What follows belongs to an exercise in optimizing a design on an open flow for small area; a production flow would make more cautious choices.
The RTL was checked by simulation tests, not by an equivalence proof against the original design.
Power and IR drop assume default switching activity.

## run A
## vga_status_overlay
module vga_status_overlay #(
    parameter signed [15:0] TEMP_Q15_COLD = 16'sd4096,
    parameter signed [15:0] TEMP_Q15_HOT  = 16'sd16384
)(
    input  wire        pix_clk,
    input  wire        rst,
    input  wire [9:0]  hcount,
    input  wire [9:0]  vcount,
    input  wire        active_video,
    input  wire        frame_tick,
    input  wire [11:0] rgb_bg,
    input  wire  signed [15:0] sample_q15,
    input  wire  signed [15:0] duty_q15,
    input  wire         fan_temp_on,
    input  wire         fan_manual_on,
    input  wire         fan_pir_on,
    input  wire         fan_on,
    input  wire [7:0]   uart_tx_byte,
    input  wire         uart_tx_vld,
    input  wire         byte_accepted,
    input  wire  signed [15:0] theta_q15,
    input  wire         pir_active,
    input  wire         pir_rise,
    input  wire  signed [15:0] enc_pos,
    input  wire                enc_step_pulse,
    input  wire                enc_dir,
    input  wire        sw_temp_en,
    input  wire        sw_manual_en,
    input  wire        sw_pir_en,
    output reg  [11:0] rgb_out
);
    wire [9:0] h = hcount;
    wire [9:0] v = vcount;
    reg rst_q, rst_qq;
    always @(posedge pix_clk) begin
        rst_q  <= rst;
        rst_qq <= rst_q;
    end
    wire s1_clr = rst_q | rst_qq;         
    wire ld     = frame_tick & ~rst;      
    wire ld_v   = ld & ~s1_clr;           
    reg [6:0]  st_s0, st_s1;       
    reg [15:0] smp_s0, smp_s1;
    reg [8:0]  dty_s0;             
    reg [7:0]  dty_s1;             
    reg [15:0] th_s0;
    reg [8:0]  th_s1;              
    reg        th_s1_neg;
    reg [7:0]  txb_s0, txb_s1;
    reg [4:0]  ev_s0, ev_s1;       
    reg        dir_s0, dir_s1;
    reg [15:0] enc_s0, enc_s1;
    reg [17:0] th_y;
    reg [8:0]  th_deg;
    reg        th_c, th_a;
    integer    tci;
    always @* begin
        th_c = 1'b0;
  ...
export LEC_CHECK = 0
export ABC_AREA = 1
export CAP_MARGIN = 20
export CORE_MARGIN = 2
export CORE_UTILIZATION = 40
export SLEW_MARGIN = 20
create_clock -name core_clock -period 20.0 [get_ports {pix_clk}]
standard.sh (not shown) runs the stock make flow with config.mk's settings and CLKGATE_MAP_FILE= SYNTH_SCRIPT=/design/flow/synth_recipe.tcl, a recipe that flattens the netlist after the stock synthesis.
==> flow/flow/run.sh <==
#!/bin/bash
# Layout flow: the standard ORFS flow (standard.sh) with three changes:
#  - synthesis maps with an area-oriented ABC script (dc2; dch -f; map -a).
#    Everything else in synthesis is the standard script, so the registers
#    and their names are those of the standard synthesis;
#  - plain buf_1 cells as port buffers (every input and output port still
#    gets its own buffer; repair_design resizes them where needed);
#  - clock tree synthesis with small clock buffers and no dummy loads.
# Each tool's full output goes to a log file in this folder (ORFS also keeps
# its per-step logs under orfs/logs).
set -euo pipefail
here=$(pwd)
rm -rf "$here/scripts_area"
cp -r "$FLOW_HOME/scripts" "$here/scripts_area"
printf 'strash\ndc2\ndch -f\nmap -a\ntopo\nstime -c\n' > "$here/scripts_area/abc_area.script"
cp "$here/scripts_area/abc_area.script" "$here/scripts_area/abc_speed.script"
SCRIPTS_DIR="$here/scripts_area" bash standard.sh synth > flow_synth.log 2>&1
export BUFFER_PORTS_ARGS="-buffer_cell sky130_fd_sc_hd__buf_1"
export CTS_ARGS="-sink_clustering_enable -repair_clock_nets -dont_use_dummy_load -buf_list sky130_fd_sc_hd__clkbuf_16 -sink_clustering_size 20 -sink_clustering_max_diameter 80"
bash standard.sh > flow_layout.log 2>&1
#### Input delta (run B over run A)
==> flow/run.sh (new file) <==
#!/bin/bash
# synth_recipe.tcl (not shown) runs the flow's synth.tcl, then flattens the netlist and writes it again
# the make line also repeats each setting of config.mk as NAME=value (left out here)
make -C /OpenROAD-flow-scripts/flow DESIGN_CONFIG=/design/flow/config.mk WORK_HOME=/design/flow/orfs CLKGATE_MAP_FILE= SYNTH_SCRIPT=/design/flow/synth_recipe.tcl finish
removed: flow/flow/run.sh
removed: flow/standard.sh
Notes after the runs:
Summary of run B over run A: height of the die higher; setup slack up 1.91 ns; placement row count went up 3; count of inverters other than clock inverters in the layout now larger. Run A → run B: worst reg-to-reg path cell count comparable; combinational power +about 19%; final area up about 15%; total power consumption of the routed design rose by 19%. Looking at capture point of the worst path, the rgb_out[9] result is from run A; the rgb_out[11] one comes from run B.
Inputs modified between run B and run C:
==> flow/flow/run.sh (new file) <==
#!/bin/bash
# Layout flow: the standard ORFS flow (standard.sh) with three changes:
#  - synthesis maps with an area-oriented ABC script (dc2; dch -f; map -a).
#    Everything else in synthesis is the standard script, so the registers
#    and their names are those of the standard synthesis;
#  - plain buf_1 cells as port buffers (every input and output port still
#    gets its own buffer; repair_design resizes them where needed);
#  - clock tree synthesis with small clock buffers and no dummy loads.
# Each tool's full output goes to a log file in this folder (ORFS also keeps
# its per-step logs under orfs/logs).
set -euo pipefail
here=$(pwd)
rm -rf "$here/scripts_area"
cp -r "$FLOW_HOME/scripts" "$here/scripts_area"
printf 'strash\ndc2\ndch -f\nmap -a\ntopo\nstime -c\n' > "$here/scripts_area/abc_area.script"
cp "$here/scripts_area/abc_area.script" "$here/scripts_area/abc_speed.script"
SCRIPTS_DIR="$here/scripts_area" bash standard.sh synth > flow_synth.log 2>&1
export BUFFER_PORTS_ARGS="-buffer_cell sky130_fd_sc_hd__buf_1"
export CTS_ARGS="-sink_clustering_enable -repair_clock_nets -dont_use_dummy_load -buf_list sky130_fd_sc_hd__clkbuf_8 -sink_clustering_size 12 -sink_clustering_max_diameter 60"
bash standard.sh > flow_layout.log 2>&1
==> flow/standard.sh (new file) <==
#!/bin/bash
# synth_recipe.tcl (not shown) runs the flow's synth.tcl, then flattens the netlist and writes it again
# the make line also repeats each setting of config.mk as NAME=value (left out here)
make -C /OpenROAD-flow-scripts/flow DESIGN_CONFIG=/design/flow/config.mk WORK_HOME=/design/flow/orfs CLKGATE_MAP_FILE= SYNTH_SCRIPT=/design/flow/synth_recipe.tcl "${@:-finish}"
removed: flow/run.sh
Findings:
Run C completed every stage of the flow, and the final layout passed the timing, design-rule and antenna checks. Compared with run B, in run C simple logic cell fraction of the synthesized area decreased 6.4 points, global-route wire length before repair went down by 11%, summed area of non-filler cells in the final layout saw a decrease, initial core utilization decreased 0.16 points, net count after synthesis shows a reduction of 12%. Of run B and run C, the run reporting the higher synthesis-to-layout area growth was run B. Lower cell row count was reported by run C, not run B.

[afterwards: timing with drivers on the ports]
How much do the figures lean on ideal ports? The routed layouts below were timed once more, with nothing changed but the port constraints.
Step 1, drivers: a clkbuf_16 drives pix_clk and a buf_2 each remaining input, both assumed.
Step 2 also shifts input and output timing later by t, the mid clock arrival at the registers, as if the neighbouring blocks saw the same clock.
Three values: ideal ports, drivers, drivers and shift; two values: the first two.
| run | t (ns) | slack for setup (ns) | latest minus earliest clock arrival (ns) | worst data-port slew with drivers (ns) | pins driven straight from the clock port |
|---|---|---|---|---|---|
| run A | 0.551 | 1.803 / 1.769 / 1.769 | 0.042 / 0.043 | 0.08 | 1 |
| run B | 0.584 | 3.718 / 3.689 / 3.689 | 0.020 / 0.020 | 0.05 | 1 |
| run C | 0.593 | 1.691 / 1.665 / 1.665 | 0.047 / 0.047 | 0.08 | 1 |
After both steps every run listed still meets setup and hold. For run A, which loses most, drivers alone change the setup slack by -0.034 ns; drivers and shift together by -0.034 ns.
